From an optimization exercise on the open Yosys and OpenROAD flow, aimed at a short achievable clock period and few clock cycles; shortcuts taken in it are not production practice.
In this exercise RTL edits were held to simulation tests only and were not proved equivalent to the original.
Power is estimated from default activity; no workload was simulated.

== job 1976 ==
Design SCPU, start of the top module:
module SCPU(
	input wire clk,
	input wire rst,
	output wire inst_ren,
	output wire [31:0] inst_addr,
	input wire [31:0] inst_data,
	output wire mem_ren,
	output wire mem_wen,
	output wire [31:0] mem_addr,
	output wire [31:0] mem_dout,
	input wire [31:0] mem_din
	);
clock: 7.0 ns
lec_check: 0
cap_margin: 20
core_margin: 2
core_utilization: 50
setup_slack_margin: 4.0
slew_margin: 20
synth_hierarchical: 1
synth_minimum_keep_size: 0
tns_end_percent: 10
run.sh (not shown) runs the stock make flow with config.mk's settings and CLKGATE_MAP_FILE= SYNTH_SCRIPT=/design/flow/synth_recipe.tcl, a recipe that flattens the netlist after the stock synthesis.
Both conditions hold for job 1976: the flow ran to the end and the final layout passed the timing, DRC and antenna checks.
Testbench counts of job 1976, summed over its fixed seeds: cycles 47,365.
Modified inputs, job 8444 compared to job 1976
-- flow/config.mk --
<<< job 1976, line 9
export CORE_MARGIN = 2
export CORE_UTILIZATION = 50
export SETUP_SLACK_MARGIN = 4.0
export SLEW_MARGIN = 20
>>> job 8444, line 9
export CORE_MARGIN = 2
export CORE_UTILIZATION = 60
export PLACE_DENSITY = 0.68
export SETUP_SLACK_MARGIN = 4.3
export SLEW_MARGIN = 20
<<< job 1976, line 14
export SYNTH_MINIMUM_KEEP_SIZE = 0
export TNS_END_PERCENT = 10
>>> job 8444, line 15
export SYNTH_MINIMUM_KEEP_SIZE = 0
==> comparison <==
Number of post-CTS setup repair buffers ended up 77 higher on job 8444 than on job 1976. Job 8444 finished all stages; the layout is clean. Job 8444 and job 1976 ended up with roughly the same clock network latency to the later pin of the worst-skew pair. Re clock network fraction of design power: job 8444 and job 1976 aren't equal, and the lower value belongs to job 8444. Job 8444 against job 1976: wire length shows an increase of 1.5%; count of clock-buffer cells in the layout saw a decrease. Of job 8444 and job 1976, job 1976 shows the lower area growth from synthesis to layout, with job 8444 above it. Looking only at worst setup slack, and setting everything else aside, the higher value of job 8444 and job 1976 goes to job 8444.
Inputs modified between job 8444 and job 794:
-- flow/config.mk --
<<< job 8444, line 9
export CORE_MARGIN = 2
export CORE_UTILIZATION = 60
export PLACE_DENSITY = 0.68
export SETUP_SLACK_MARGIN = 4.3
>>> job 794, line 9
export CORE_MARGIN = 2
export CORE_UTILIZATION = 50
export SETUP_SLACK_MARGIN = 4.3
## What came out
Job 794 completed; timing, DRC and antenna clean
Compared with job 8444, in job 794 area growth from synthesis to final layout went up by 1.7 points, placed cell area up about 1%, total of fill cells in the finished design went up.
The setup slack of job 794 is larger than that of job 8444.
Against job 8444, pre-CTS setup slack in job 794 came out worse.

The RTL this note starts from:
==> flow/design.v <==
`timescale 1ns / 1ps
`timescale 1ns / 1ps
module SCPU(
	input wire clk,
	input wire rst,
	output wire inst_ren,
	output wire [31:0] inst_addr,
	input wire [31:0] inst_data,
	output wire mem_ren,
	output wire mem_wen,
	output wire [31:0] mem_addr,
	output wire [31:0] mem_dout,
	input wire [31:0] mem_din
	);
	reg [31:0] pc;
	reg        ren_r;
	reg [31:0] ras;
	reg        x_valid;
	reg        x_wen;
	reg [4:0]  x_rd;
	reg        x_load, x_store;
	reg        x_br, x_beq, x_bpred, x_jreg;
	reg [31:0] x_alt;       
	reg [31:0] x_pnpc;      
	reg [31:0] x_a, x_bv, x_bi;
	reg [4:0]  x_sh;
	reg [8:0]  x_op;        
	reg [2:0]  x_fa;        
	reg [2:0]  x_fb;        
	reg [3:0]  x_fi;        
	reg        m_load;
	reg [30:0] m_we;        
	reg [4:0]  m_rd;
	reg        m_wen;
	reg [31:0] m_res;
	reg [31:0] maddr_r, mdout_r;
	reg        mwen_r, mren_r;
	reg [31:0] rf [1:31];
	assign inst_addr = pc;
	assign inst_ren  = ren_r;
	assign mem_addr  = maddr_r;
	assign mem_dout  = mdout_r;
	assign mem_wen   = mwen_r;
	assign mem_ren   = mren_r;
	wire [31:0] m_val = m_load ? mem_din : m_res;
	wire [31:0] a_f  = ({32{x_fa[0]}} & x_a)  | ({32{x_fa[1]}} & m_res) | ({32{x_fa[2]}} & mem_din);
	wire [31:0] bv_f = ({32{x_fb[0]}} & x_bv) | ({32{x_fb[1]}} & m_res) | ({32{x_fb[2]}} & mem_din);
	wire [31:0] b_f  = ({32{x_fi[0]}} & x_bv) | ({32{x_fi[1]}} & m_res) | ({32{x_fi[2]}} & mem_din) |
	                   ({32{x_fi[3]}} & x_bi);
	wire [31:0] sum  = a_f + b_f;
	wire [32:0] diff = {1'b0, a_f} - {1'b0, b_f};
	wire [31:0] shr  = b_f >> x_sh;
	wire [31:0] alu =
		({32{x_op[0]}} & sum) |
		({32{x_op[1]}} & diff[31:0]) |
		({32{x_op[2]}} & (a_f & b_f)) |
		({32{x_op[3]}} & (a_f | b_f)) |
		({32{x_op[4]}} & (a_f ^ b_f)) |
		({32{x_op[5]}} & ~(a_f | b_f)) |
		({32{x_op[6]}} & {31'b0, diff[32]}) |
		({32{x_op[7]}} & shr) |
		({32{x_op[8]}} & b_f);
	wire eq = (a_f == bv_f);
	wire taken = x_beq ? eq : ~eq;
	wire mispredict = x_valid & ((x_br & (taken ^ x_bpred)) | (x_jreg & (a_f != x_pnpc)));
	wire [31:0] fix_pc = x_jreg ? a_f : x_alt;
	wire [31:0] ins = inst_data;
	wire [5:0] op = ins[31:26];
	wire [5:0] fn = ins[5:0];
	wire [4:0] rs = ins[25:21];
	wire [4:0] rt = ins[20:16];
	wire [4:0] rd = ins[15:11];
	wire [31:0] imm = {{16{ins[15]}}, ins[15:0]};
	wire rtype  = (op == 6'h00);
	wire f_j    = (op == 6'h02);
	wire f_jal  = (op == 6'h03);
	wire f_beq  = (op == 6'h04);
	wire f_bne  = (op == 6'h05);
	wire f_jr   = rtype & (fn == 6'h08);
	wire f_jalr = rtype & (fn == 6'h09);
	wire f_add  = rtype & (fn == 6'h20);
	wire f_sub  = rtype & (fn == 6'h22);
	wire f_and  = rtype & (fn == 6'h24);
	wire f_or   = rtype & (fn == 6'h25);
	wire f_nor  = rtype & (fn == 6'h27);
	wire f_xor  = rtype & (fn == 6'h16);
	wire f_slt  = rtype & (fn == 6'h2A);
	wire f_srl  = rtype & (fn == 6'h02);
	wire f_addi = (op == 6'h08) | (op == 6'h09);
	wire f_slti = (op == 6'h0A);
	wire f_andi = (op == 6'h0C);
	wire f_ori  = (op == 6'h0D);
	wire f_xori = (op == 6'h0E);
	wire f_lui  = (op == 6'h0F);
	wire f_lw   = (op == 6'h23);
	wire f_sw   = (op == 6'h2B);
	wire f_ralu = f_add | f_sub | f_and | f_or | f_nor | f_xor | f_slt | f_srl;
	wire f_ialu = f_addi | f_slti | f_andi | f_ori | f_xori | f_lui;
	wire f_link = f_jal | f_jalr;
	wire [4:0] f_dst = f_link ? 5'd31 : f_ralu ? rd : rt;
	wire f_writes = (f_ralu | f_ialu | f_lw | f_link) & (f_dst != 5'd0);
	wire [31:0] pc4 = pc + 32'd4;
	wire [31:0] btarget = pc4 + {imm[29:0], 2'b00};
	wire [31:0] jtarget = {pc4[31:28], ins[25:0], 2'b00};
	wire f_br = (f_beq | f_bne) & (ins[15:0] != 16'd0);
	wire f_bpred = f_br & ((rs == rt) ? f_beq : (f_bne | ins[15]));
	wire [31:0] npc = mispredict ? fix_pc :
	                  (f_j | f_jal) ? jtarget :
	                  f_jr ? ras :
	                  f_bpred ? btarget : pc4;
	wire [31:0] rf_a = (rs == 5'd0) ? 32'd0 : (m_wen && m_rd == rs) ? m_val : rf[rs];
	wire [31:0] rf_b = (rt == 5'd0) ? 32'd0 : (m_wen && m_rd == rt) ? m_val : rf[rt];
	wire fa = x_wen & (x_rd == rs);
	wire fb = x_wen & (x_rd == rt);
	wire f_useimm = f_ialu | f_lw | f_sw | f_link;
	always @(posedge clk) begin
		if (rst) begin
			pc <= 32'd0;
			ren_r <= 1'b0;
			ras <= 32'd0;
			x_valid <= 1'b0;
			x_wen <= 1'b0;
			x_rd <= 5'd0;
			x_load <= 1'b0;
			x_store <= 1'b0;
			x_br <= 1'b0;
			x_beq <= 1'b0;
			x_bpred <= 1'b0;
			x_jreg <= 1'b0;
			x_alt <= 32'd0;
			x_pnpc <= 32'd0;
			x_a <= 32'd0;
			x_bv <= 32'd0;
			x_bi <= 32'd0;
			x_sh <= 5'd0;
			x_op <= 9'd0;
			x_fa <= 3'd0;
			x_fb <= 3'd0;
			x_fi <= 4'd0;
		end else begin
			pc <= npc;
			ren_r <= 1'b1;
			if (~mispredict & f_link) ras <= pc4;
			x_valid <= ~mispredict;
			x_wen <= ~mispredict & f_writes;
			x_rd <= f_dst;
			x_load <= ~mispredict & f_lw;
			x_store <= ~mispredict & f_sw;
			x_br <= ~mispredict & f_br;
			x_beq <= f_beq;
			x_bpred <= f_bpred;
			x_jreg <= ~mispredict & (f_jr | f_jalr);
			x_alt <= f_bpred ? pc4 : btarget;
			x_pnpc <= f_jr ? ras : pc4;
			x_a <= rf_a;
			x_bv <= rf_b;
			x_bi <= f_lui ? {ins[15:0], 16'd0} : f_link ? pc4 : imm;
			x_sh <= ins[10:6];
			x_op <= {f_lui | f_link, f_srl, f_slt | f_slti, f_nor, f_xor | f_xori,
			         f_or | f_ori, f_and | f_andi, f_sub, f_add | f_addi | f_lw | f_sw};
			x_fa <= {fa & x_load, fa & ~x_load, ~fa};
			x_fb <= {fb & x_load, fb & ~x_load, ~fb};
			x_fi <= {f_useimm, ~f_useimm & fb & x_load, ~f_useimm & fb & ~x_load, ~f_useimm & ~fb};
		end
	end
	integer i;
	always @(posedge clk) begin
		if (rst) begin
			m_load <= 1'b0;
			m_we <= 31'd0;
			m_rd <= 5'd0;
			m_wen <= 1'b0;
			m_res <= 32'd0;
			mwen_r <= 1'b0;
			mren_r <= 1'b0;
			maddr_r <= 32'd0;
			mdout_r <= 32'd0;
		end else begin
			m_load <= x_load;
			m_wen <= x_wen;
			m_rd <= x_rd;
			for (i = 1; i < 32; i = i + 1)
				m_we[i-1] <= x_wen & (x_rd == i);
			m_res <= alu;
			mwen_r <= x_store;
			mren_r <= x_load;
			if (x_load | x_store) maddr_r <= sum;
			if (x_store) mdout_r <= bv_f;
		end
	end
	always @(posedge clk) begin
		for (i = 1; i < 32; i = i + 1)
			if (rst) rf[i] <= 32'd0;
			else if (m_we[i-1]) rf[i] <= m_val;
	end
endmodule
export LEC_CHECK = 0
export ABC_CLOCK_PERIOD_IN_PS = 2500
export CAP_MARGIN = 20
export CORE_MARGIN = 2
export CORE_UTILIZATION = 65
export SETUP_SLACK_MARGIN = 4.3
export SLEW_MARGIN = 20
create_clock -name core_clock -period 7.0 [get_ports {clk}]
The baseline ended with an error in global routing (GRT-0116).
Testbench counts at the start, summed over its fixed seeds: cycles 46,702.
Then changed:
- ABC_CLOCK_PERIOD_IN_PS: 2500 -> unset
- CORE_UTILIZATION: 65 -> 40
- SETUP_SLACK_MARGIN: 4.3 -> unset
Result: The changed run ran to the end with no violations; area after synthesis does not change; synthesized cell count is unchanged.

Another version of the RTL of SCPU (not shown whole).
For scale: roughly 8500 cells after synthesis, about 170 I/O pins.
// SCPU
module SCPU(
	input wire clk,
	input wire rst,
	output wire inst_ren,
	output wire [31:0] inst_addr,
	input wire [31:0] inst_data,
	output wire mem_ren,
	output wire mem_wen,
	output wire [31:0] mem_addr,
	output wire [31:0] mem_dout,
	input wire [31:0] mem_din
	);
Settings: LEC_CHECK=0, CAP_MARGIN=20, CORE_MARGIN=2, CORE_UTILIZATION=50, SETUP_SLACK_MARGIN=4.3, SLEW_MARGIN=20, SYNTH_HIERARCHICAL=1, SYNTH_MINIMUM_KEEP_SIZE=0; clock period 7.0 ns.
standard.sh (not shown) runs the stock make flow with config.mk's settings and CLKGATE_MAP_FILE= SYNTH_SCRIPT=/design/flow/synth_recipe.tcl, a recipe that flattens the netlist after the stock synthesis.
==> flow/flow/run.sh <==
#!/bin/bash
# The standard layout (standard.sh: the standard flow's own ORFS flow, synthesis included),
# with one more cell on the platform's don't-use list: a222oi_1, which the
# library has only in size 1, so that neither synthesis nor timing repair
# leaves a weak 6-input and-or gate on a path it cannot upsize.
set -euo pipefail
DONT_USE="sky130_fd_sc_hd__probe_p_8 sky130_fd_sc_hd__probec_p_8 sky130_fd_sc_hd__lpflow_bleeder_1 sky130_fd_sc_hd__lpflow_clkbufkapwr_1 sky130_fd_sc_hd__lpflow_clkbufkapwr_16 sky130_fd_sc_hd__lpflow_clkbufkapwr_2 sky130_fd_sc_hd__lpflow_clkbufkapwr_4 sky130_fd_sc_hd__lpflow_clkbufkapwr_8 sky130_fd_sc_hd__lpflow_clkinvkapwr_1 sky130_fd_sc_hd__lpflow_clkinvkapwr_16 sky130_fd_sc_hd__lpflow_clkinvkapwr_2 sky130_fd_sc_hd__lpflow_clkinvkapwr_4 sky130_fd_sc_hd__lpflow_clkinvkapwr_8 sky130_fd_sc_hd__lpflow_decapkapwr_12 sky130_fd_sc_hd__lpflow_decapkapwr_3 sky130_fd_sc_hd__lpflow_decapkapwr_4 sky130_fd_sc_hd__lpflow_decapkapwr_6 sky130_fd_sc_hd__lpflow_decapkapwr_8 sky130_fd_sc_hd__lpflow_inputiso0n_1 sky130_fd_sc_hd__lpflow_inputiso0p_1 sky130_fd_sc_hd__lpflow_inputiso1n_1 sky130_fd_sc_hd__lpflow_inputiso1p_1 sky130_fd_sc_hd__lpflow_inputisolatch_1 sky130_fd_sc_hd__lpflow_isobufsrc_1 sky130_fd_sc_hd__lpflow_isobufsrc_16 sky130_fd_sc_hd__lpflow_isobufsrc_2 sky130_fd_sc_hd__lpflow_isobufsrc_4 sky130_fd_sc_hd__lpflow_isobufsrc_8 sky130_fd_sc_hd__lpflow_isobufsrckapwr_16 sky130_fd_sc_hd__lpflow_lsbuf_lh_hl_isowell_tap_1 sky130_fd_sc_hd__lpflow_lsbuf_lh_hl_isowell_tap_2 sky130_fd_sc_hd__lpflow_lsbuf_lh_hl_isowell_tap_4 sky130_fd_sc_hd__lpflow_lsbuf_lh_isowell_4 sky130_fd_sc_hd__lpflow_lsbuf_lh_isowell_tap_1 sky130_fd_sc_hd__lpflow_lsbuf_lh_isowell_tap_2 sky130_fd_sc_hd__lpflow_lsbuf_lh_isowell_tap_4 sky130_fd_sc_hd__a222oi_1"
bash standard.sh "DONT_USE_CELLS=$DONT_USE" finish > standard_make.log 2>&1
Testbench counts at the start, summed over its fixed seeds: cycles 47,365.
Then changed:
==> flow/run.sh (new file) <==
#!/bin/bash
# synth_recipe.tcl (not shown) runs the flow's synth.tcl, then flattens the netlist and writes it again
# the make line also repeats each setting of config.mk as NAME=value (left out here)
make -C /OpenROAD-flow-scripts/flow DESIGN_CONFIG=/design/flow/config.mk WORK_HOME=/design/flow/orfs CLKGATE_MAP_FILE= SYNTH_SCRIPT=/design/flow/synth_recipe.tcl finish
removed: flow/flow/run.sh
removed: flow/standard.sh
The changed run finished with timing, DRC and antenna clean.
Critical path depth decreases by 2.
Setup slack loses 100 ps.
Count of clock-buffer cells in the layout rose by 9.
Core utilization is lower by 0.83 points.
Clock skew rises by 5.1 ps.
Worst hold slack is worse by 37 ps.
Sequential share of layout area increases by 0.70 points.
Then changed:
==> flow/flow/run.sh (new file) <==
#!/bin/bash
# The standard layout (standard.sh: the standard flow's own ORFS flow, synthesis included),
# with more cells on the platform's don't-use list: a222oi_1, which the
# library has only in size 1, so that neither synthesis nor timing repair
# leaves a weak 6-input and-or gate on a path it cannot upsize; and the
# 4-input or / nor gates, whose four series p-transistors make them slow.
set -euo pipefail
DONT_USE="sky130_fd_sc_hd__probe_p_8 sky130_fd_sc_hd__probec_p_8 sky130_fd_sc_hd__lpflow_bleeder_1 sky130_fd_sc_hd__lpflow_clkbufkapwr_1 sky130_fd_sc_hd__lpflow_clkbufkapwr_16 sky130_fd_sc_hd__lpflow_clkbufkapwr_2 sky130_fd_sc_hd__lpflow_clkbufkapwr_4 sky130_fd_sc_hd__lpflow_clkbufkapwr_8 sky130_fd_sc_hd__lpflow_clkinvkapwr_1 sky130_fd_sc_hd__lpflow_clkinvkapwr_16 sky130_fd_sc_hd__lpflow_clkinvkapwr_2 sky130_fd_sc_hd__lpflow_clkinvkapwr_4 sky130_fd_sc_hd__lpflow_clkinvkapwr_8 sky130_fd_sc_hd__lpflow_decapkapwr_12 sky130_fd_sc_hd__lpflow_decapkapwr_3 sky130_fd_sc_hd__lpflow_decapkapwr_4 sky130_fd_sc_hd__lpflow_decapkapwr_6 sky130_fd_sc_hd__lpflow_decapkapwr_8 sky130_fd_sc_hd__lpflow_inputiso0n_1 sky130_fd_sc_hd__lpflow_inputiso0p_1 sky130_fd_sc_hd__lpflow_inputiso1n_1 sky130_fd_sc_hd__lpflow_inputiso1p_1 sky130_fd_sc_hd__lpflow_inputisolatch_1 sky130_fd_sc_hd__lpflow_isobufsrc_1 sky130_fd_sc_hd__lpflow_isobufsrc_16 sky130_fd_sc_hd__lpflow_isobufsrc_2 sky130_fd_sc_hd__lpflow_isobufsrc_4 sky130_fd_sc_hd__lpflow_isobufsrc_8 sky130_fd_sc_hd__lpflow_isobufsrckapwr_16 sky130_fd_sc_hd__lpflow_lsbuf_lh_hl_isowell_tap_1 sky130_fd_sc_hd__lpflow_lsbuf_lh_hl_isowell_tap_2 sky130_fd_sc_hd__lpflow_lsbuf_lh_hl_isowell_tap_4 sky130_fd_sc_hd__lpflow_lsbuf_lh_isowell_4 sky130_fd_sc_hd__lpflow_lsbuf_lh_isowell_tap_1 sky130_fd_sc_hd__lpflow_lsbuf_lh_isowell_tap_2 sky130_fd_sc_hd__lpflow_lsbuf_lh_isowell_tap_4 sky130_fd_sc_hd__a222oi_1 sky130_fd_sc_hd__or4_1 sky130_fd_sc_hd__or4_2 sky130_fd_sc_hd__or4_4 sky130_fd_sc_hd__or4b_1 sky130_fd_sc_hd__or4b_2 sky130_fd_sc_hd__or4b_4 sky130_fd_sc_hd__or4bb_1 sky130_fd_sc_hd__or4bb_2 sky130_fd_sc_hd__or4bb_4 sky130_fd_sc_hd__nor4_1 sky130_fd_sc_hd__nor4_2 sky130_fd_sc_hd__nor4_4 sky130_fd_sc_hd__nor4b_1 sky130_fd_sc_hd__nor4b_2 sky130_fd_sc_hd__nor4b_4 sky130_fd_sc_hd__nor4bb_1 sky130_fd_sc_hd__nor4bb_2 sky130_fd_sc_hd__nor4bb_4"
bash standard.sh "DONT_USE_CELLS=$DONT_USE" finish > standard_make.log 2>&1
==> flow/standard.sh (new file) <==
#!/bin/bash
# synth_recipe.tcl (not shown) runs the flow's synth.tcl, then flattens the netlist and writes it again
# the make line also repeats each setting of config.mk as NAME=value (left out here)
make -C /OpenROAD-flow-scripts/flow DESIGN_CONFIG=/design/flow/config.mk WORK_HOME=/design/flow/orfs CLKGATE_MAP_FILE= SYNTH_SCRIPT=/design/flow/synth_recipe.tcl "${@:-finish}"
removed: flow/run.sh
After rerunning: The new run ran to the end with no violations; clock power went up by 3.9%; routed wire length stays flat; power rises by 1.7%; count of clock-buffer cells in the layout went up by 3; critical path depth rose by 1; die area rose by 1.0%; maximum frequency rose by 0.71%; hold slack improved by 57 ps; sequential power hardly moves.

[separate check: timing with driven ports]
In the flow no input, the clock included, has a driving cell. The finished layouts below were timed again as built, in two steps. Step 1, drivers: a clkbuf_16 drives clk and a buf_2 each remaining input, both assumed. Step 2 moves the port delays by t, midway between the first and last clock arrival at a register: inputs arrive t later, outputs are due t later. That takes back most of the time a late clock gives input paths. Slacks: ideal / step 1 / step 2; pairs: ideal / step 1.
run	t (ns)	setup WS [ns]	worst data-port slew with drivers (ns)
job 1976	0.939	3.743 / 3.362 / 2.423	0.66
job 8444	0.928	3.822 / 3.382 / 2.454	0.63
job 794	0.920	3.870 / 3.363 / 2.443	0.82
the second run of note 2	0.905	1.119 / 1.187 / 0.282	0.31
the first run of note 3	0.944	3.978 / 3.389 / 2.446	0.84
the second run of note 3	0.927	3.876 / 3.415 / 2.488	0.71
the third run of note 3	0.916	3.897 / 3.396 / 2.479	0.70
After both steps every run listed still meets setup and hold. The setup slack of the first run of note 3, which loses most, moves by -0.589 ns with the drivers and by -1.532 ns with both steps.
